Source: an optimization exercise on an open RTL-to-GDS flow (aim: small area, a short achievable clock period and few clock cycles per item). Production flows keep margins and buffers that such runs may drop.
The RTL was checked by simulation tests, not by an equivalence proof against the original design.

==> design/flow/design.v <==
module Procesador(input  logic        clk, rst,
                  input  logic [31:0] imem_rdata,
                  input  logic [6:0]  dmem_rdata,
                  output logic [31:0] imem_addr,
                  output logic [31:0] dmem_addr,
                  output logic        dmem_we,
                  output logic [6:0]  dmem_wdata,
                  output logic        txtE,
                  output logic [31:0] SrcBE);
  logic [31:0] pc;
  logic        vD;
  logic [31:0] ir;
  logic [31:0] opA, opB;
  logic [6:0]  sdE;
  logic [3:0]  rdE;
  logic        wbE, ldE, stE, txE, cmpE, brE, mulE, lslE;
  logic [1:0]  condE;    
  logic        fSub, fAnd, fOr, fSh, fMov;
  logic        fwdLA, fwdLB, fwdLS;    
  logic        mIter;
  logic        mOne, mTwo, mNeg, mCo;
  logic        selX, selYp, selYn;
  logic [3:0]  sh1, sh2;
  logic        sh3n;
  logic [31:0] resM;
  logic [6:0]  sdM;
  logic [3:0]  rdM;
  logic        wbM, ldM, stM, txM;
  logic        flagN, flagZ;
  logic [31:0] rf [1:14];
  assign imem_addr  = pc;
  assign dmem_addr  = resM;
  assign dmem_we    = stM;
  assign dmem_wdata = sdM;
  assign txtE       = txM;
  assign SrcBE      = resM;
  wire [31:0] ldata = {{25{dmem_rdata[6]}}, dmem_rdata};
  wire [31:0] wdata = ldM ? ldata : resM;
  wire [31:0] wdr = wdata & {32{!rst}};
  always_ff @(posedge clk) begin
    for (int i = 1; i <= 14; i++)
      if (rst || (wbM && rdM == 4'(i))) rf[i] <= wdr;
  end
  logic [31:0] rfx [0:15];
  always_comb begin
    rfx[0]  = 32'b0;
    rfx[15] = 32'b0;
    for (int i = 1; i <= 14; i++) rfx[i] = rf[i];
  end
  function automatic logic [31:0] rdreg(input logic [3:0] a);
    rdreg = rfx[a];
    if (wbM && !ldM && rdM == a) rdreg = resM;
    if (a == 4'd0) rdreg = 32'b0;
  endfunction
  function automatic logic [31:0] add_ks(input logic [31:0] a, input logic [31:0] b, input logic ci);
    logic [31:0] g, p, gg, pp, gn, pn;
    g = a & b;
    p = a ^ b;
    gg = g;
    pp = p;
    gg[0] = g[0] | (p[0] & ci);
    for (int l = 0; l < 5; l++) begin
      gn = gg;
      pn = pp;
      for (int i = (1 << l); i < 32; i++) begin
        gn[i] = gg[i] | (pp[i] & gg[i - (1 << l)]);
        pn[i] = pp[i] & pp[i - (1 << l)];
      end
      gg = gn;
      pp = pn;
    end
    add_ks = p ^ {gg[30:0], ci};
  endfunction
  wire [1:0]  op    = ir[31:30];
  wire [3:0]  rd    = ir[29:26];
  wire [3:0]  rn    = ir[25:22];
  wire [3:0]  rm    = ir[21:18];
  wire [16:0] imm   = ir[21:5];
  wire        iflg  = ir[4];
  wire [3:0]  fn    = ir[3:0];
  wire [1:0]  cond  = ir[4:3];
  wire [31:0] immx  = {{15{imm[16]}}, imm};
  wire isAlu = (op == 2'b00);
  wire isLdr = (op == 2'b01);
  wire isStx = (op == 2'b10) && (fn == 4'hF);
  wire isStr = (op == 2'b10) && (fn != 4'hF);
  wire isBr  = (op == 2'b11);
  wire aMov  = isAlu && fn == 4'h8;
  wire aCmp  = isAlu && fn == 4'h9;
  wire aSub  = isAlu && (fn == 4'h1 || fn == 4'h9);
  wire aMul  = isAlu && fn == 4'h2;
  wire aAnd  = isAlu && fn == 4'h4;
  wire aOr   = isAlu && fn == 4'h5;
  wire aLsl  = isAlu && fn == 4'h6;
  wire aLsr  = isAlu && fn == 4'h7;
  wire [3:0] ra2   = (op == 2'b10) ? rd : rm;
  wire usesA = ((isAlu && !aMov) || isLdr || isStr) && rn != 4'hF;
  wire usesB = ((isAlu || isLdr) && !iflg) || isStx;
  wire usesS = isStr;
  wire useImm = ((isAlu || isLdr) && iflg) || isStr;
  wire [31:0] rv1 = rdreg(rn);
  wire [31:0] rv2 = rdreg(ra2);
  wire ldb1 = wbM && ldM && rdM == rn && rn != 4'd0;
  wire ldb2 = wbM && ldM && rdM == ra2 && ra2 != 4'd0;
  wire [31:0] tgtK = immx & {32{isBr}};
  wire [31:0] tgtD = add_ks(~(pc ^ tgtK), {pc[30:0] | tgtK[30:0], 1'b0}, 1'b0);
  function automatic logic condok(input logic [1:0] c, input logic n, input logic z);
    case (c)
      2'b00: condok = 1'b1;
      2'b01: condok = z;
      2'b10: condok = !n && !z;
      default: condok = n;
    endcase
  endfunction
  logic mulDone, busyE, takenE;
  logic nE, zE;
  wire logicOp = aAnd || aOr || aMov || isStx;
  wire ldDepA  = ldE && usesA && rn == rdE;
  wire ldDepB  = ldE && usesB && ra2 == rdE;
  wire ldDepS  = ldE && usesS && rd == rdE;
  wire loaduse = (ldDepA || ldDepB) && !logicOp;
  wire stallD  = busyE || loaduse;
  wire advD    = vD && !stallD && !takenE;
  wire brKnown = (cond == 2'b00) || !cmpE;
  wire takenD  = advD && isBr && brKnown && condok(cond, flagN, flagZ) && imm != 17'd1;
  always_ff @(posedge clk, posedge rst) begin
    if (rst) begin
      pc <= 32'b0;
      vD <= 1'b0;
    end else begin
      if (takenE)      pc <= opA;
      else if (takenD) pc <= tgtD;
      else if (!stallD) pc <= pc + 32'd1;
      if (takenE || takenD) vD <= 1'b0;
      else if (!stallD)     vD <= 1'b1;
    end
  end
  always_ff @(posedge clk) begin
    if (!stallD) begin
      ir  <= imem_rdata;
    end
  end
  wire mFirst = mulE && !mIter;
  wire lslSet = mFirst && lslE;           
  wire [31:0] mrow = ((opA & {32{mOne}}) | ({opA[30:0], 1'b0} & {32{mTwo}})) ^ {32{mNeg}};
  wire [31:0] addX = (opA & {32{selX}}) | (resM & {32{mIter}});
  wire [31:0] addY = (opB & {32{selYp}}) | (~opB & {32{selYn}}) | mrow;
  wire [31:0] sum  = add_ks(addX, addY, fSub | mNeg);
  function automatic logic [3:0] mdigit(input logic [1:0] pr, input logic ci);
    case ({pr, ci})
      3'b000: mdigit = 4'b0000;
      3'b001: mdigit = 4'b1000;    
      3'b010: mdigit = 4'b1000;    
      3'b011: mdigit = 4'b0100;    
      3'b100: mdigit = 4'b0100;    
      3'b101: mdigit = 4'b1011;    
      3'b110: mdigit = 4'b1011;    
      default: mdigit = 4'b0001;   
    endcase
  endfunction
  wire [31:0] sht1 = ({32{sh1[0]}} & opA) | ({32{sh1[1]}} & (opA >> 1)) |
                     ({32{sh1[2]}} & (opA >> 2)) | ({32{sh1[3]}} & (opA >> 3));
  wire [31:0] sht2 = ({32{sh2[0]}} & sht1) | ({32{sh2[1]}} & (sht1 >> 4)) |
                     ({32{sh2[2]}} & (sht1 >> 8)) | ({32{sh2[3]}} & (sht1 >> 12));
  wire [31:0] sho  = (|opB[31:5]) ? 32'b0 : (sh3n ? sht2 : (sht2 >> 16));
  wire [31:0] pow2 = (|opB[31:5]) ? 32'b0 : (32'b1 << opB[4:0]);
  wire [31:0] la = fwdLA ? ldata : opA;
  wire [31:0] lb = fwdLB ? ldata : opB;
  wire [31:0] resE = fMov ? lb :
                     fAnd ? (la & lb) :
                     fOr  ? (la | lb) :
                     fSh  ? sho : sum;
  assign mulDone = !lslSet && !mCo && (opB[31:2] == 30'b0);
  assign busyE   = mulE && !mulDone;
  assign takenE  = brE && condok(condE, flagN, flagZ);
  assign nE = sum[31];
  assign zE = (opA == opB);
  always_ff @(posedge clk, posedge rst) begin
    if (rst) begin
      {wbE, ldE, stE, txE, cmpE, brE, mulE, lslE, mIter} <= '0;
      flagN <= 1'b0;
      flagZ <= 1'b0;
    end else begin
      if (cmpE) begin
        flagN <= nE;
        flagZ <= zE;
      end
      mIter <= busyE;
      if (!busyE) begin
        if (advD) begin
          wbE  <= (isAlu && !aCmp) || isLdr;
          ldE  <= isLdr;
          stE  <= isStr;
          txE  <= isStx;
          cmpE <= aCmp;
          brE  <= isBr && !brKnown;
          mulE <= aMul || aLsl;
          lslE <= aLsl;
        end else begin
          {wbE, ldE, stE, txE, cmpE, brE, mulE, lslE} <= '0;
        end
      end
    end
  end
  wire fwdA = wbE && !ldE && usesA && rn == rdE;
  wire fwdB = wbE && !ldE && usesB && ra2 == rdE;
  wire fwdS = wbE && !ldE && usesS && rd == rdE;
  wire aE = fwdA;
  wire aT = !fwdA && (isBr || rn == 4'hF);
  wire aL = !fwdA && !(isBr || rn == 4'hF) && ldb1;
  wire aR = !fwdA && !(isBr || rn == 4'hF) && !ldb1;
  wire bI = useImm;
  wire bE = !useImm && fwdB;
  wire bL = !useImm && !fwdB && ldb2;
  wire bR = !useImm && !fwdB && !ldb2;
  wire sE = fwdS;
  wire sL = !fwdS && ldb2;
  wire sR = !fwdS && !ldb2;
  wire [31:0] opAD = ({32{aE}} & resE) | ({32{aT}} & tgtD) | ({32{aL}} & ldata) | ({32{aR}} & rv1);
  wire [31:0] opBD = ({32{bE}} & resE) | ({32{bI}} & immx) | ({32{bL}} & ldata) | ({32{bR}} & rv2);
  wire [6:0]  sdD  = ({7{sE}} & resE[6:0]) | ({7{sL}} & dmem_rdata) | ({7{sR}} & rv2[6:0]);
  always_ff @(posedge clk) begin
    if (busyE) begin
      if (lslSet) begin
        opB <= pow2;
        {mOne, mTwo, mNeg, mCo} <= mdigit(pow2[1:0], 1'b0);
      end else begin
        opA <= opA << 2;
        opB <= opB >> 2;
        {mOne, mTwo, mNeg, mCo} <= mdigit(opB[3:2], mCo);
      end
    end else begin
      {mOne, mTwo, mNeg, mCo} <= aMul ? mdigit(opBD[1:0], 1'b0) : 4'b0000;
      selX  <= !(aMul || aLsl);
      selYp <= !(aMul || aLsl) && !aSub;
      selYn <= !(aMul || aLsl) && aSub;
      for (int i = 0; i < 4; i++) begin
        sh1[i] <= (opBD[1:0] == 2'(i));
        sh2[i] <= (opBD[3:2] == 2'(i));
      end
      sh3n <= !opBD[4];
      opA <= opAD;
      opB <= opBD;
      sdE <= sdD;
      rdE <= rd;
      condE <= cond;
      fSub  <= aSub;
      fAnd  <= aAnd;
      fOr   <= aOr;
      fSh   <= aLsr;
      fMov  <= aMov || isStx;
      fwdLA <= ldDepA;
      fwdLB <= ldDepB;
      fwdLS <= ldDepS;
    end
  end
  always_ff @(posedge clk, posedge rst) begin
    if (rst) begin
      {wbM, ldM, stM, txM} <= '0;
    end else if (busyE) begin
      {wbM, ldM, stM, txM} <= '0;
    end else begin
      wbM <= wbE;
      ldM <= ldE;
      stM <= stE;
      txM <= txE;
    end
  end
  always_ff @(posedge clk) begin
    resM <= resE;
    sdM  <= fwdLS ? dmem_rdata : sdE;
    rdM  <= rdE;
  end
endmodule
==> design/flow/flow/run.sh <==
#!/bin/bash
bash standard.sh SETUP_SLACK_MARGIN=8.4 MATCH_CELL_FOOTPRINT=0 \
  "BUFFER_PORTS_ARGS=-buffer_cell sky130_fd_sc_hd__buf_4" finish > standard.log 2>&1
==> design/flow/standard.sh <==
#!/bin/bash
# synth_recipe.tcl (not shown) runs the flow's synth.tcl, then flattens the netlist and writes it again
# the make line also repeats each setting of config.mk as NAME=value (left out here)
make -C /OpenROAD-flow-scripts/flow DESIGN_CONFIG=/design/flow/config.mk WORK_HOME=/design/flow/orfs CLKGATE_MAP_FILE= SYNTH_SCRIPT=/design/flow/synth_recipe.tcl "${@:-finish}"
==> design/flow/config.mk <==
export PLATFORM = sky130hd
export DESIGN_NAME = Procesador
export DESIGN_NICKNAME = Procesador
export VERILOG_FILES = /design/flow/design.v
export SDC_FILE = /design/flow/constraint.sdc
export NUM_CORES = 4
export LEC_CHECK = 0
export CAP_MARGIN = 20
export CORE_MARGIN = 2
export CORE_UTILIZATION = 40
export CTS_CLUSTER_DIAMETER = 100
export CTS_CLUSTER_SIZE = 16
export SLEW_MARGIN = 20
==> design/flow/constraint.sdc <==
create_clock -name core_clock -period 12.0 [get_ports {clk}]
set_input_delay 2.4000 -clock core_clock [delete_from_list [all_inputs] [get_ports {clk}]]
set_output_delay 2.4000 -clock core_clock [all_outputs]
set_load 0.01 [all_outputs]
==> impl_metrics.csv, run 1 <==
group,metric,value,unit
final_layout,final-seq-area,19300,sq um
global_routing,antenna_violations_before_repair,8,
global_routing,grt_remaining_overflow,0,
route,via_cell_ratio,7.13,
min_path,timing.hold.worst.class,"reg -> reg",
worst_setup_path,reg2reg_depth,16,
sta,worst_pin_slew,1.24,ns
cts,tritoncts.num_buffers,48,
worst_setup_path,criticalPathCategory,"reg -> reg",
worst_setup_path,cp_slowest_stage_delay,0.52,ns
synthesis,synth.largest_area_cell,"sky130_fd_sc_hd__edfxtp_1",
synthesis,synth_cells,4006,
synthesis,yosys_register_bits,672,
synthesis,mux_share_of_post_synthesis_cell_area,0.0213,
synthesis,synth_fa_ha_area_frac,0.0300,
placement,post-place-ws,6.75,ns
cts,clock_latency,0.67,ns
final_layout,syn_to_final_growth,24.8,%
final_layout,final_area,50300,sq um
outcome,outcome,"timing/DRC/antenna clean",
cts,htreeDepth,2,
global_routing,grt_first_pass_wirelength,272000,microns
synthesis,synthFlopType,"sky130_fd_sc_hd__edfxtp_1",
synthesis,synth_simple_gate_area_frac,0.122,
floorplanning,dieArea,103000,sq um
worst_setup_path,worst-endpoint-arrival,4.37,ns
synthesis,synth_seq_area_share,0.475,
worst_setup_path,cp_data_required_time,12.40,ns
synthesis,yosys_warnings,3,
worst_setup_path,timing.critical_path.to,"opA[22]",
final_layout,fin_cells,5567,
cts,clock_tree_root,"sky130_fd_sc_hd__clkbuf_16",
sta,finalHoldViolCount,0,
cts,clk_path_buf_depth,3,
route,routed_wire_length_per_instance,35.2,microns
cts,clkSlewWorstSetupHoldPaths,0.10,ns
synthesis,yosysTopAreaCellShare,0.406,
synthesis,post_syn_nets,4142,
placement,dp_hpwl,122000,microns
synthesis,yosys-top-cells-count,"sky130_fd_sc_hd__edfxtp_1, sky130_fd_sc_hd__nand2_1, sky130_fd_sc_hd__a22oi_1",
final_layout,post-route-util,0.503,
worst_setup_path,timing.rr.start,"opA[0]",
sta,setup_skew,0.0431,ns
worst_setup_path,cpMostUsedCell,"sky130_fd_sc_hd__fa_2",
floorplanning,die_height,321,microns
global_routing,global_route.usage.total,0.363,
synthesis,postSynth.asyncResetShare,0.0714,
route,first_pass_drt_iterations,9,
cts,tritoncts_clock_tree,"yes",
sta,min_period,3.96,ns
final_layout,final_nets,4377,
worst_setup_path,cp_slowest_cell,"sky130_fd_sc_hd__edfxtp_1",
sta,report.final.slew_viol_count,0,
sta,clock.fmax,0.252,GHz
global_routing,maximum_number_of_pins_on_one_net_before_global_route_repair,66,
placement,io_buffers,145,
sta,fin_tns_setup,0,ns
worst_setup_path,r2r_end,"opA[22]",
flow_run,drv_cap,0,
route,residual_drc,0,
synthesis,netlist_top_cells_area,"sky130_fd_sc_hd__edfxtp_1, sky130_fd_sc_hd__a22oi_1, sky130_fd_sc_hd__dfxtp_1",
worst_setup_path,cp_cell_sequence,"buf_6 -> nand2_4 -> xnor2_2 -> a211oi_2 -> fa_2 -> fa_2 -> nand2b_4 -> a21oi_4 -> o21ai_4 -> a211oi_4 -> a41o_1 -> buf_4 -> a2111oi_2 -> a211o_1 -> and2_1 -> a2bb2oi_1",
synthesis,synth_xor_xnor_area_share,0.0298,
floorplanning,initial_core_util,0.403,
synthesis,yosys.cell_count.top_type,"sky130_fd_sc_hd__edfxtp_1",
worst_setup_path,worst_setup_path_startpoint,"opA[0]",
worst_setup_path,r2r_setup_slack,8.04,ns
route,ant_nets,0,
synthesis,synth_edf_count,545,
sta,slew_headroom,0.170,
sta,final_period_utilization,0.330,
worst_setup_path,critPathLaunchType,"register",
worst_setup_path,crit_path_max_fanout,3,
synthesis,syn_avg_cell_area,10.1,sq um
route,overall_routed_net_length,196000,microns
final_layout,layout-drive-gt1-share,0.270,
synthesis,combinational_family_with_the_most_area_after_synthesis,"compound AO/OA/AOI/OAI gates",
route,via_count_of_the_routed_design,39700,
route,drt_first_iter_violations,7009,
floorplanning,boundaryPins,146,
floorplanning,core.rowCount,116,
floorplanning,die_width,321,microns
placement,placed_cells,5184,
sta,unrepaired_setup_endpoints_after_global_routing,"yes",
worst_setup_path,critPathCaptureType,"register",
sta,finalWorstSetupSlack,8.04,ns
global_routing,grt_pass1_vias,36700,
final_layout,multi_input_gate_area_in_the_final_layout,22300,sq um
floorplanning,core_box_area,100000,sq um
synthesis,complex_gate_fraction_of_the_synthesized_area,0.268,
cts,clock-sinks,672,
synthesis,synth_cell_types,97,
sta,hold_ws,0.476,ns
placement,placed_cell_area,42900,sq um
placement,gp_congestion,1.04,
synthesis,synth.cell_area,40300,sq um
sta,setup_viol_count_final,0,
final_layout,fill_cell_total_of_the_finished_layout,8883,
[worst max-delay path, delay by kind of cell (launching register included)]
family | cells | cell delay (ns)
buffers and inverters | 2 | 0.32
adders and majority gates | 2 | 0.78
DFF | 1 | 0.52
and+or+nand+nor | 3 | 0.42
AOI/OAI and AO/OA | 8 | 1.54
xor gates and xnor gates | 1 | 0.12
[state kept, by name (all words and copies together), names as in the netlist, 2 cells and up]
signal and flops:
rf 448, ir 32, opA 32, opB 32
pc 32, resM 32, sdE 7, sdM 7
rdE 4, rdM 4, sh1 4, sh2 4
condE 2
[worst min path at each step]
stage | startpoint | to | slack (ns) | depth (start not counted)
after floorplan | ir[3] | condE[0] | 0.42 | 0
after global placement | sdE[2] | sdM[2] | 0.45 | 1
after detailed placement | sdE[6] | sdM[6] | 0.46 | 1
after CTS | sdE[1] | sdM[1] | 0.48 | 1
after global routing | sdE[6] | sdM[6] | 0.49 | 1
final | sdE[5] | sdM[5] | 0.48 | 1
[what timing repair did]
item                                    in CTS  in global routing
buffers inserted                           226                 71
resized for setup                          572                234
hold buffers                                 0                  0
pin swaps                                  116                124
gates cloned                                 7                  1
endpoints found under the setup margin    1053                916
[cells in the final DEF, fill, tap and decap left out, types with 22 or more instances in the layout]
master                      instances
sky130_fd_sc_hd__xor2_1            57
sky130_fd_sc_hd__buf_4            391
sky130_fd_sc_hd__nor4_1            24
sky130_fd_sc_hd__dfxtp_4           33
sky130_fd_sc_hd__buf_6            126
sky130_fd_sc_hd__clkbuf_16         50
sky130_fd_sc_hd__a22oi_1          337
sky130_fd_sc_hd__a21oi_2           46
sky130_fd_sc_hd__a21oi_1          175
sky130_fd_sc_hd__dfrtp_1           24
sky130_fd_sc_hd__nor3_1            36
sky130_fd_sc_hd__a221oi_1         131
sky130_fd_sc_hd__dfxtp_1           43
sky130_fd_sc_hd__o21ai_0          108
sky130_fd_sc_hd__clkbuf_1          23
sky130_fd_sc_hd__nand2_1          335
sky130_fd_sc_hd__and2_1            24
sky130_fd_sc_hd__mux2i_1           44
sky130_fd_sc_hd__nor2_1           179
sky130_fd_sc_hd__o211ai_1          49
sky130_fd_sc_hd__a21o_1            37
sky130_fd_sc_hd__ha_4              34
sky130_fd_sc_hd__xnor2_1           60
sky130_fd_sc_hd__o221ai_1          22
sky130_fd_sc_hd__o21ai_1           25
sky130_fd_sc_hd__nand2b_1          43
sky130_fd_sc_hd__buf_12            28
sky130_fd_sc_hd__a31oi_1           24
sky130_fd_sc_hd__nand3_1           92
sky130_fd_sc_hd__ha_1              47
sky130_fd_sc_hd__nand4_1           64
sky130_fd_sc_hd__o22ai_1           26
sky130_fd_sc_hd__edfxtp_1         545
sky130_fd_sc_hd__dfrtp_2           24
sky130_fd_sc_hd__a22o_1           121
sky130_fd_sc_hd__inv_1            138
[metal layers]
metal | track usage | share of wire | up-vias
met3 | 0.104 | 0.14 | 836
li1 | - | - | 16100
met4 | 0.243 | 0.082 | 8
met5 | 0 | 0.00024 | -
met1 | 0.458 | 0.35 | 19300
met2 | 0.540 | 0.42 | 3443
[layout make-up]
| cell class | instances | share of cell area |
|---|---|---|
| Multi-Input combinational cell | 2813 | 0.443 |
| Timing Repair Buffer | 558 | 0.102 |
| Inverter | 148 | 0.0113 |
| Sequential cell | 672 | 0.384 |
| Antenna cell | 1 | 0.0000497 |
| Clock inverter | 5 | 0.00194 |
| Clock buffer | 72 | 0.0259 |
| Tap cell | 1298 | 0.0323 |
[kinds of logic (layout without fill, tap and decap cells)]
kind of cell | after synthesis | count (layout)
compound gates | 1482 | 1482
other cells | 0 | 1
simple gates | 1011 | 1017
xor+xnor | 137 | 137
buf+inv | 527 | 783
flops | 672 | 672
mux | 82 | 82
fa+ha+maj | 95 | 95
Testbench counts, summed over its fixed seeds: cycles 422,347, samples 12,800.
==> run 2: changes to the inputs <==
--- a/design/flow/design.v
+++ b/design/flow/design.v
@@ -236,12 +236,5 @@
       selYn <= !(aMul || aLsl) && aSub;
-      for (int i = 0; i < 4; i++) begin
-        sh1[i] <= (opBD[1:0] == 2'(i));
-        sh2[i] <= (opBD[3:2] == 2'(i));
-      end
-      sh3n <= !opBD[4];
       opA <= opAD;
       opB <= opBD;
-      sdE <= sdD;
       rdE <= rd;
-      condE <= cond;
       fSub  <= aSub;
@@ -251,6 +244,15 @@
       fMov  <= aMov || isStx;
-      fwdLA <= ldDepA;
-      fwdLB <= ldDepB;
-      fwdLS <= ldDepS;
-    end
+    end
+  end
+  always_ff @(posedge clk) begin
+    for (int i = 0; i < 4; i++) begin
+      sh1[i] <= (opBD[1:0] == 2'(i));
+      sh2[i] <= (opBD[3:2] == 2'(i));
+    end
+    sh3n  <= !opBD[4];
+    sdE   <= sdD;
+    condE <= cond;
+    fwdLA <= ldDepA;
+    fwdLB <= ldDepB;
+    fwdLS <= ldDepS;
   end
==> design/flow/flow/run.sh (replaced) <==
#!/bin/bash
bash standard.sh SETUP_SLACK_MARGIN=8 MATCH_CELL_FOOTPRINT=0 \
  "BUFFER_PORTS_ARGS=-buffer_cell sky130_fd_sc_hd__buf_4" finish > standard.log 2>&1
--- a/design/flow/config.mk
+++ b/design/flow/config.mk
@@ -11,3 +11,3 @@
 export CTS_CLUSTER_DIAMETER = 100
-export CTS_CLUSTER_SIZE = 16
+export CTS_CLUSTER_SIZE = 20
 export SLEW_MARGIN = 20
==> run 2 against run 1 <==
- final cell count down 4.7%
- clock skew down 0.0015 ns
- wire length down 2.8%
- first-iteration DRC count down 0.13%
- via count down 4.5%
- maximum frequency down 3.9%
- critical path depth down 3
- setup slack worse by 0.16 ns
- utilization down 4.1 points
- flip-flop and latch count unchanged
==> impl_metrics.csv, run 2 <==
group,metric,value,unit
final_layout,largest_register,"rf",
synthesis,synth_cells,3927,
worst_setup_path,crit_path_max_fanout,11,
worst_setup_path,cp_data_required_time,12.42,ns
cts,clkSlewWorstSetupHoldPaths,0.10,ns
min_path,whs_path_depth,1,
route,residual_drc,0,
synthesis,synth_seq_area_share,0.475,
final_layout,fill_cell_total_of_the_finished_layout,9164,
final_layout,number_of_flip_flops_in_the_largest_register,448,
final_layout,layout-drive-gt1-share,0.175,
flow_run,drv_cap,0,
worst_setup_path,r2r_setup_slack,7.88,ns
route,ant_nets,0,
synthesis,yosysTopAreaCellShare,0.395,
synthesis,post_syn_nets,4063,
synthesis,synth_edf_count,524,
floorplanning,dieArea,102000,sq um
cts,clock_latency,0.69,ns
route,first_pass_drt_iterations,13,
cts,tritoncts.num_buffers,42,
synthesis,yosys.cell_count.top_type,"sky130_fd_sc_hd__edfxtp_1",
sta,clock.fmax,0.242,GHz
synthesis,synth.cell_area,39900,sq um
final_layout,syn_to_final_growth,14.4,%
floorplanning,die_height,320,microns
sta,unrepaired_setup_endpoints_after_global_routing,"yes",
route,drt_first_iter_violations,7000,
outcome,outcome,"timing/DRC/antenna clean",
sta,report.final.slew_viol_count,0,
synthesis,yosys_warnings,3,
worst_setup_path,reg2reg_depth,13,
worst_setup_path,critPathLaunchType,"register",
synthesis,yosys_register_bits,672,
global_routing,maximum_number_of_pins_on_one_net_before_global_route_repair,59,
floorplanning,core.rowCount,115,
final_layout,final_cell_mix,"sky130_fd_sc_hd__edfxtp_1, sky130_fd_sc_hd__a22oi_1, sky130_fd_sc_hd__buf_4",
global_routing,grt_pass1_vias,35100,
sta,fin_tns_setup,0,ns
global_routing,global_route.usage.total,0.359,
floorplanning,die_width,320,microns
sta,setup_skew,0.0416,ns
synthesis,synth_cell_types,106,
synthesis,netlist_top_cells_area,"sky130_fd_sc_hd__edfxtp_1, sky130_fd_sc_hd__a22oi_1, sky130_fd_sc_hd__dfxtp_1",
floorplanning,core_box_area,98600,sq um
sta,slew_headroom,0.262,
min_path,timing.hold.worst.class,"reg -> reg",
final_layout,most_common_library_cell_in_the_layout_ignoring_fill_and_taps,"sky130_fd_sc_hd__edfxtp_1",
synthesis,syn_avg_cell_area,10.1,sq um
route,via_cell_ratio,7.14,
global_routing,grt_first_pass_wirelength,264000,microns
sta,worst_pin_slew,1.10,ns
cts,clk_path_buf_depth,3,
floorplanning,boundaryPins,146,
route,via_count_of_the_routed_design,37900,
cts,htreeDepth,2,
global_routing,grt_remaining_overflow,0,
placement,dp_hpwl,121000,microns
final_layout,final_nets,4124,
cts,tritoncts_clock_tree,"yes",
synthesis,synth.largest_area_cell,"sky130_fd_sc_hd__edfxtp_1",
sta,finalHoldViolCount,0,
route,routed_wire_length_per_instance,35.9,microns
worst_setup_path,worst-endpoint-arrival,4.55,ns
synthesis,synthFlopType,"sky130_fd_sc_hd__edfxtp_1",
sta,min_period,4.12,ns
sta,final_period_utilization,0.344,
synthesis,yosys-top-cells-count,"sky130_fd_sc_hd__edfxtp_1, sky130_fd_sc_hd__a22oi_1, sky130_fd_sc_hd__nand2_1",
cts,postCtsHoldBufs,0,
sta,setup_viol_count_final,0,
floorplanning,initial_core_util,0.404,
worst_setup_path,critPathCaptureType,"register",
cts,clock-sinks,672,
global_routing,antenna_violations_before_repair,12,
synthesis,postSynth.asyncResetShare,0.0714,
placement,gp_congestion,1.05,
worst_setup_path,criticalPathCategory,"reg -> reg",
cts,clock_tree_root,"sky130_fd_sc_hd__clkbuf_16",
route,overall_routed_net_length,190000,microns
placement,io_buffers,145,
-- run 2: changes by cell type after synthesis, moves of 23 or more --
| cell | change |
|---|---|
| sky130_fd_sc_hd__a31oi_1 | +27 |
| sky130_fd_sc_hd__a22oi_1 | +31 |
| sky130_fd_sc_hd__nor2_1 | -23 |
| sky130_fd_sc_hd__a21oi_1 | -24 |
| sky130_fd_sc_hd__nand2_1 | -55 |
-- run 2: what timing repair did --
action | CTS | global route
setup buffers | 60 | 39
endpoints found under the setup margin | 516 | 188
gates cloned | 7 | 2
pin swaps | 28 | 42
resized for setup | 108 | 123
-- run 2: layout make-up --
class	count	area, sq um	share of cell area
clock inverter	10	164	0.00360
multi-input combinational	2734	19900	0.437
antenna	4	10.0	0.000220
timing repair buffer	383	3180	0.0697
sequential	672	19000	0.416
inverter	155	587	0.0129
tap	1287	1610	0.0353
clock buffer	60	1150	0.0252
-- run 2: logic make-up (layout without fill, tap and decap cells) --
| logic type | Yosys count | after routing | share of synthesized area |
|---|---|---|---|
| fa+ha+maj | 95 | 95 | 0.0304 |
| other cells | 0 | 4 | 0 |
| simple gates | 934 | 936 | 0.116 |
| compound gates | 1487 | 1489 | 0.272 |
| xor+xnor | 134 | 134 | 0.0296 |
| mux | 80 | 80 | 0.0213 |
| buf+inv | 525 | 608 | 0.0553 |
| flops | 672 | 672 | 0.475 |
-- run 2: through the flow --
step / cell area (sq um) / util / worst slack, ns / hold slack (ns) / instances
after floorplan: 39900 / - / 7.88 / 0.346 / 3927
after detailed placement: 42300 / 0.429 / 6.67 / 0.442 / 5122
final: 45600 / 0.462 / 7.88 / 0.462 / 5305
after global placement: 42300 / 0.429 / 6.70 / 0.435 / 5122
after global routing: 45600 / 0.462 / 7.82 / 0.472 / 5301
after CTS: 44700 / 0.453 / 7.89 / 0.463 / 5259
-- run 2: worst paths after layout --
path                         start       to
min reg2reg                 sdE[4]   sdM[4]
max                        opA[14]  opA[27]
min in group asynchronous      rst      ldM
max in group asynchronous      rst   pc[30]
min                         sdE[4]   sdM[4]
max reg2reg                opA[14]  opA[27]
-- run 2: worst max-delay path, stage by stage (launching register included) --
cell and delay [ns]:
sky130_fd_sc_hd__edfxtp_1 0.72, sky130_fd_sc_hd__a22oi_1 0.33, sky130_fd_sc_hd__xor2_1 0.17, sky130_fd_sc_hd__nand2_1 0.08
sky130_fd_sc_hd__ha_1 0.46, sky130_fd_sc_hd__and4_1 0.27, sky130_fd_sc_hd__and3_1 0.18, sky130_fd_sc_hd__nand2_1 0.10
sky130_fd_sc_hd__nor3_4 0.18, sky130_fd_sc_hd__o31ai_1 0.10, sky130_fd_sc_hd__nor3b_1 0.18, sky130_fd_sc_hd__o221a_2 0.40
sky130_fd_sc_hd__a221o_2 0.51, sky130_fd_sc_hd__o22a_1 0.18
-- run 2: per-layer routing --
layer | GRT usage | vias to the layer above | wire length [microns]
met1 | 0.445 | 18300 | 67700
li1 | - | 15400 | -
met2 | 0.532 | 3361 | 80400
met5 | 0.00804 | - | 195
met3 | 0.132 | 802 | 27700
met4 | 0.214 | 14 | 14300
Testbench counts of run 2, summed over its fixed seeds: cycles 422,347, samples 12,800.
==> run 3: changes to the inputs <==
--- a/design/flow/config.mk
+++ b/design/flow/config.mk
@@ -11,3 +11,3 @@
 export CTS_CLUSTER_DIAMETER = 100
-export CTS_CLUSTER_SIZE = 20
+export CTS_CLUSTER_SIZE = 16
 export SLEW_MARGIN = 20
==> run 3 against run 2 <==
- global-route usage fell by 0.077 points
- final cell count shrank 0.25%
- wire length fell by 0.46%
- clock skew shrank 0.0064 ns
- die area did not move
- flip-flop and latch count is the same
- hold slack lost 0.0045 ns
- still clean
==> impl_metrics.csv, run 3 <==
group,metric,value,unit
worst_setup_path,cp_data_required_time,12.44,ns
global_routing,grt_first_pass_wirelength,264000,microns
cts,clkSlewWorstSetupHoldPaths,0.08,ns
sta,slew_headroom,0.209,
worst_setup_path,worst-endpoint-arrival,4.59,ns
global_routing,grt_pass1_vias,35200,
cts,tritoncts.num_buffers,49,
synthesis,yosys_warnings,3,
route,via_count_of_the_routed_design,37800,
sta,report.final.slew_viol_count,0,
placement,dp_hpwl,121000,microns
cts,htreeDepth,2,
worst_setup_path,r2r_setup_slack,7.85,ns
cts,clock_latency,0.69,ns
synthesis,yosys_register_bits,672,
global_routing,antenna_violations_before_repair,10,
synthesis,synth.largest_area_cell,"sky130_fd_sc_hd__edfxtp_1",
sta,hold_ws,0.458,ns
floorplanning,core_box_area,98600,sq um
synthesis,netlist_top_cells_area,"sky130_fd_sc_hd__edfxtp_1, sky130_fd_sc_hd__a22oi_1, sky130_fd_sc_hd__dfxtp_1",
route,ant_nets,0,
route,drt_first_iter_violations,6974,
worst_setup_path,crit_path_max_fanout,32,
floorplanning,dieArea,102000,sq um
route,residual_drc,0,
route,first_pass_drt_iterations,10,
synthesis,synthFlopType,"sky130_fd_sc_hd__edfxtp_1",
floorplanning,die_width,320,microns
synthesis,synth_cells,3927,
worst_setup_path,critPathCaptureType,"register",
flow_run,drv_cap,0,
sta,setup_skew,0.0352,ns
final_layout,most_common_library_cell_in_the_layout_ignoring_fill_and_taps,"sky130_fd_sc_hd__edfxtp_1",
route,overall_routed_net_length,189000,microns
sta,clock.fmax,0.241,GHz
sta,unrepaired_setup_endpoints_after_global_routing,"yes",
route,via_cell_ratio,7.15,
placement,io_buffers,145,
final_layout,final_cell_mix,"sky130_fd_sc_hd__edfxtp_1, sky130_fd_sc_hd__a22oi_1, sky130_fd_sc_hd__buf_4",
sta,worst_pin_slew,1.17,ns
synthesis,synth_edf_count,524,
synthesis,syn_avg_cell_area,10.1,sq um
worst_setup_path,criticalPathCategory,"reg -> reg",
placement,gp_congestion,1.05,
synthesis,yosys.cell_count.top_type,"sky130_fd_sc_hd__edfxtp_1",
sta,fin_tns_setup,0,ns
worst_setup_path,critPathLaunchType,"register",
outcome,outcome,"timing/DRC/antenna clean",
final_layout,final_nets,4118,
global_routing,maximum_number_of_pins_on_one_net_before_global_route_repair,59,
synthesis,postSynth.asyncResetShare,0.0714,
synthesis,yosysTopAreaCellShare,0.395,
sta,min_period,4.15,ns
final_layout,fill_cell_total_of_the_finished_layout,9138,
global_routing,grt_remaining_overflow,0,
floorplanning,core.rowCount,115,
cts,clock-sinks,672,
cts,clk_path_buf_depth,3,
cts,postCtsHoldBufs,0,
cts,tritoncts_clock_tree,"yes",
min_path,timing.hold.worst.class,"reg -> reg",
floorplanning,initial_core_util,0.404,
global_routing,global_route.usage.total,0.358,
synthesis,post_syn_nets,4063,
final_layout,largest_register,"rf",
cts,clock_tree_root,"sky130_fd_sc_hd__clkbuf_16",
final_layout,syn_to_final_growth,14.1,%
sta,finalHoldViolCount,0,
route,routed_wire_length_per_instance,35.8,microns
final_layout,number_of_flip_flops_in_the_largest_register,448,
sta,setup_viol_count_final,0,
synthesis,yosys-top-cells-count,"sky130_fd_sc_hd__edfxtp_1, sky130_fd_sc_hd__a22oi_1, sky130_fd_sc_hd__nand2_1",
floorplanning,boundaryPins,146,
sta,final_period_utilization,0.346,
synthesis,synth.cell_area,39900,sq um
floorplanning,die_height,320,microns
synthesis,synth_cell_types,106,
final_layout,layout-drive-gt1-share,0.171,
synthesis,synth_seq_area_share,0.475,
run 3: repair_timing:
item | 4_1_cts | 5_1_grt
gates resized for setup | 98 | 113
gates cloned | 6 | 2
pin swaps | 20 | 37
endpoints found under the hold margin | 0 | 0
setup endpoints to repair | 515 | 109
setup buffers | 52 | 36
run 3: logic make-up (layout without fill, tap and decap cells):
group / Yosys count / after routing / synth area share
buffers and inverters: 525 / 595 / 0.0553
adder cells (fa/ha/maj): 95 / 95 / 0.0304
multiplexers: 80 / 80 / 0.0213
other: 0 / 4 / 0
AO/OA/AOI/OAI: 1487 / 1489 / 0.272
flip-flops: 672 / 672 / 0.475
AND/OR/NAND/NOR: 934 / 936 / 0.116
XOR/XNOR: 134 / 134 / 0.0296
run 3: final cells by class:
cell class	instances	area, sq um	share of cell area
antenna	4	10.0	0.000220
clock buffer	63	1310	0.0288
clock inverter	7	113	0.00248
inverter	155	587	0.0129
multi-input combinational	2734	19900	0.437
sequential	672	19000	0.417
tap	1287	1610	0.0354
timing repair buffer	370	3030	0.0665
run 3: final timing paths:
| check | from | to | depth (start not counted) |
|---|---|---|---|
| max | selYp | opA[27] | 13 |
| min | sdE[4] | sdM[4] | 1 |
| max reg2reg | selYp | opA[27] | 13 |
| min reg2reg | sdE[4] | sdM[4] | 1 |
| max in group asynchronous | rst | pc[31] | 3 |
| min in group asynchronous | rst | ldM | 3 |
run 3: routing by layer:
| layer | share of wire | global-route usage |
|---|---|---|
| met2 | 0.42 | 0.527 |
| met5 | 0.00064 | 0 |
| met4 | 0.081 | 0.230 |
| met3 | 0.15 | 0.134 |
| met1 | 0.35 | 0.440 |
run 3: critical path, cell delays in order, from the launching register on:
cell and delay [ns]:
sky130_fd_sc_hd__edfxtp_1 0.37, sky130_fd_sc_hd__buf_4 0.28, sky130_fd_sc_hd__mux2i_1 0.40, sky130_fd_sc_hd__nand2_1 0.11, sky130_fd_sc_hd__ha_2 0.44, sky130_fd_sc_hd__and4_1 0.31, sky130_fd_sc_hd__and3_1 0.29, sky130_fd_sc_hd__nand2_1 0.13
sky130_fd_sc_hd__nor3_4 0.18, sky130_fd_sc_hd__o31ai_1 0.10, sky130_fd_sc_hd__nor3b_1 0.19, sky130_fd_sc_hd__o221a_2 0.38, sky130_fd_sc_hd__a221o_2 0.51, sky130_fd_sc_hd__o22a_1 0.18
run 3: stage by stage:
| stage | instances | setup slack, ns | utilization | area (sq um) |
|---|---|---|---|---|
| floorplan | 3927 | 7.88 | - | 39900 |
| global placement | 5122 | 6.70 | 0.429 | 42300 |
| detailed placement | 5122 | 6.67 | 0.429 | 42300 |
| CTS | 5250 | 7.94 | 0.453 | 44700 |
| global route | 5288 | 7.79 | 0.461 | 45500 |
| finish | 5292 | 7.85 | 0.462 | 45500 |
==> run 4: changes to the inputs <==
==> design/flow/flow/run.sh (replaced) <==
#!/bin/bash
bash standard.sh SETUP_SLACK_MARGIN=7.8 MATCH_CELL_FOOTPRINT=0 \
  "BUFFER_PORTS_ARGS=-buffer_cell sky130_fd_sc_hd__buf_4" finish > standard.log 2>&1
==> run 4 against run 3 <==
- first-iteration DRC count up 11%
- die area unchanged
- register-to-register slack worse by 0.15 ns
- critical endpoint is now sdE[6]
- final area fell by 2.2%
- still clean
- wire length is 3.2% lower
- largest cell class unchanged
- maximum frequency is 3.5% lower
==> impl_metrics.csv, run 4 <==
group,metric,value,unit
floorplanning,core_box_area,98600,sq um
route,via_cell_ratio,7.09,
synthesis,post_syn_nets,4063,
cts,clkSlewWorstSetupHoldPaths,0.08,ns
worst_setup_path,path_buf_inv,1,
sta,setup_skew,0.0423,ns
worst_setup_path,worst-endpoint-arrival,4.81,ns
global_routing,globalRouteMet2Util,0.513,
synthesis,yosys_register_bits,672,
global_routing,grt_first_pass_wirelength,256000,microns
final_layout,final_cell_mix,"sky130_fd_sc_hd__edfxtp_1, sky130_fd_sc_hd__a22oi_1, sky130_fd_sc_hd__buf_4",
final_layout,final_nets,4068,
sta,finalHoldViolCount,0,
final_layout,fill_cell_total_of_the_finished_layout,9227,
synthesis,yosys.cell_count.top_type,"sky130_fd_sc_hd__edfxtp_1",
sta,clock.fmax,0.233,GHz
synthesis,synth_cells,3927,
final_layout,layout-drive-gt1-share,0.141,
worst_setup_path,critPathCaptureType,"register",
placement,dp_hpwl,119000,microns
synthesis,synth.largest_area_cell,"sky130_fd_sc_hd__edfxtp_1",
synthesis,yosys_warnings,3,
global_routing,maximum_number_of_pins_on_one_net_before_global_route_repair,62,
final_layout,most_common_library_cell_in_the_layout_ignoring_fill_and_taps,"sky130_fd_sc_hd__edfxtp_1",
floorplanning,core.rowCount,115,
synthesis,netlist_top_cells_area,"sky130_fd_sc_hd__edfxtp_1, sky130_fd_sc_hd__a22oi_1, sky130_fd_sc_hd__dfxtp_1",
floorplanning,boundaryPins,146,
placement,post-place-ws,6.77,ns
sta,min_period,4.30,ns
sta,finalWorstSetupSlack,7.70,ns
placement,gp_congestion,1.04,
global_routing,met3_track_demand_over_resource_in_global_routing,0.107,
floorplanning,die_width,320,microns
worst_setup_path,cp_cell_sequence,"buf_4 -> nand2b_2 -> mux2_2 -> nor2_4 -> a22oi_1 -> nand4_1 -> o211ai_1 -> a21oi_1 -> a21oi_1 -> o21ai_0",
synthesis,postSynth.asyncResetShare,0.0714,
flow_run,drv_cap,0,
floorplanning,dieArea,102000,sq um
route,overall_routed_net_length,183000,microns
floorplanning,die_height,320,microns
sta,worst_pin_slew,1.15,ns
worst_setup_path,crit_family,"simple AND/OR/NAND/NOR gates",
cts,clk_path_buf_depth,3,
route,ant_nets,0,
worst_setup_path,cp_slowest_stage_delay,0.89,ns
sta,report.final.slew_viol_count,0,
sta,fin_tns_setup,0,ns
cts,clock-sinks,672,
global_routing,grt_remaining_overflow,0,
min_path,timing.hold.worst.class,"reg -> reg",
global_routing,global_route.usage.total,0.345,
route,first_pass_drt_iterations,10,
sta,final_period_utilization,0.358,
synthesis,synth_cell_types,106,
worst_setup_path,crit_path_max_fanout,20,
cts,tritoncts_clock_tree,"yes",
final_layout,largest_register,"rf",
cts,postCtsHoldBufs,0,
outcome,outcome,"timing/DRC/antenna clean",
sta,setup_viol_count_final,0,
sta,unrepaired_setup_endpoints_after_global_routing,"yes",
route,via_count_of_the_routed_design,37200,
worst_setup_path,cp_slowest_cell,"sky130_fd_sc_hd__nor2_4",
worst_setup_path,criticalPathCategory,"reg -> reg",
synthesis,syn_avg_cell_area,10.1,sq um
cts,htreeDepth,2,
global_routing,grt.met1_usage,0.435,
sta,slew_headroom,0.236,
synthesis,yosysTopAreaCellShare,0.395,
route,residual_drc,0,
global_routing,grt_pass1_vias,34500,
synthesis,yosys-top-cells-count,"sky130_fd_sc_hd__edfxtp_1, sky130_fd_sc_hd__a22oi_1, sky130_fd_sc_hd__nand2_1",
route,drt_first_iter_violations,7740,
cts,tritoncts.num_buffers,49,
synthesis,synth_edf_count,524,
cts,clock_tree_root,"sky130_fd_sc_hd__clkbuf_16",
global_routing,antenna_violations_before_repair,9,
route,routed_wire_length_per_instance,34.9,microns
cts,clock_latency,0.68,ns
final_layout,number_of_flip_flops_in_the_largest_register,448,
synthesis,synthFlopType,"sky130_fd_sc_hd__edfxtp_1",
placement,io_buffers,145,
worst_setup_path,cpMostUsedCell,"sky130_fd_sc_hd__a21oi_1",
synthesis,synth_seq_area_share,0.475,
worst_setup_path,cp_data_required_time,12.51,ns
worst_setup_path,critPathLaunchType,"register",
sta,hold_ws,0.462,ns
floorplanning,initial_core_util,0.404,
global_routing,global_route_hottest_layer,"met2",
synthesis,synth.cell_area,39900,sq um
final_layout,syn_to_final_growth,11.7,%
[run 4: cell counts after synthesis]
Identical to the previous run, type by type.
[run 4: cells by family after synthesis]
kind of cell               after synthesis  share of synthesized area
adders and majority gates               95                     0.0304
AOI/OAI and AO/OA                     1487                      0.272
DFF                                    672                      0.475
buffers and inverters                  525                     0.0553
xor gates and xnor gates               134                     0.0296
muxes                                   80                     0.0213
and+or+nand+nor                        934                      0.116
[run 4: per-layer routing]
| layer | wire (microns) | vias up |
|---|---|---|
| li1 | - | 15300 |
| met1 | 65500 | 18000 |
| met2 | 77400 | 3164 |
| met3 | 26300 | 766 |
| met4 | 14200 | 10 |
| met5 | 49 | - |
[run 4: stage by stage]
| step | util | area, sq um | std cells |
|---|---|---|---|
| 6_report | 0.452 | 44500 | 5251 |
| 5_1_grt | 0.452 | 44500 | 5247 |
| 4_1_cts | 0.448 | 44100 | 5230 |
| 3_5_place_dp | 0.428 | 42200 | 5112 |
| 3_3_place_gp | 0.428 | 42200 | 5112 |
| 2_1_floorplan | - | 39900 | 3927 |
[run 4: repair_timing]
item                                    CTS  global route
cloned                                    1             2
setup buffers                            38            14
endpoints found under the setup margin  137            62
pin swaps                                 4            14
gates resized for setup                  41            53
[run 4: worst paths after layout]
check                      endpoint  depth (start not counted)    from  slack, ns
hold reg to reg              sdM[4]                          1  sdE[4]       0.46
setup reg to reg             sdE[6]                         10  ir[31]       7.70
min in group asynchronous       ldM                          3     rst       2.28
setup / recovery             sdE[6]                         10  ir[31]       7.70
hold / removal               sdM[4]                          1  sdE[4]       0.46
max in group asynchronous     mIter                          3     rst       9.18
[run 4: final cells by class]
cell class | count | area (sq um) | area share
Clock buffer | 73 | 1350 | 0.0303
Multi-Input combinational cell | 2732 | 19400 | 0.436
Tap cell | 1287 | 1610 | 0.0362
Inverter | 155 | 583 | 0.0131
Clock inverter | 6 | 100 | 0.00225
Sequential cell | 672 | 19000 | 0.426
Timing Repair Buffer | 322 | 2510 | 0.0565
Antenna cell | 4 | 10.0 | 0.000225

==> static timing again, ports no longer ideal <==
No port has a modelled driver above. Below, the same layouts with a new extraction and two added sets of constraints. Step 1 sets driving cells, clkbuf_16 on the clock port and buf_2 on the other inputs (assumed; they add their load-dependent delay and slew). Step 2 moves the port delays by t, midway between the first and last clock arrival at a register: inputs arrive t later, outputs are due t later. That takes back most of the time a late clock gives input paths. Three values: ideal ports, drivers, drivers and shift; two values: the first two.
| run | shift t [ns] | setup WS [ns] | worst setup path at the end | worst register clock-pin slew, ns | cell pins on the clock port's net |
|---|---|---|---|---|---|
| run 1 | 0.721 | 8.037 / 8.037 / 7.521 | input to register | 0.10 / 0.10 | 1 |
| run 2 | 0.738 | 7.876 / 7.876 / 7.275 | input to register | 0.10 / 0.10 | 1 |
| run 3 | 0.743 | 7.853 / 7.853 / 7.164 | input to register | 0.09 / 0.09 | 1 |
| run 4 | 0.729 | 7.702 / 7.681 / 7.149 | input to register | 0.09 / 0.09 | 1 |
After both steps setup and hold are still met in every run listed. For run 3, which loses most, drivers alone change the setup slack by 0.000 ns; drivers and shift together by -0.689 ns.
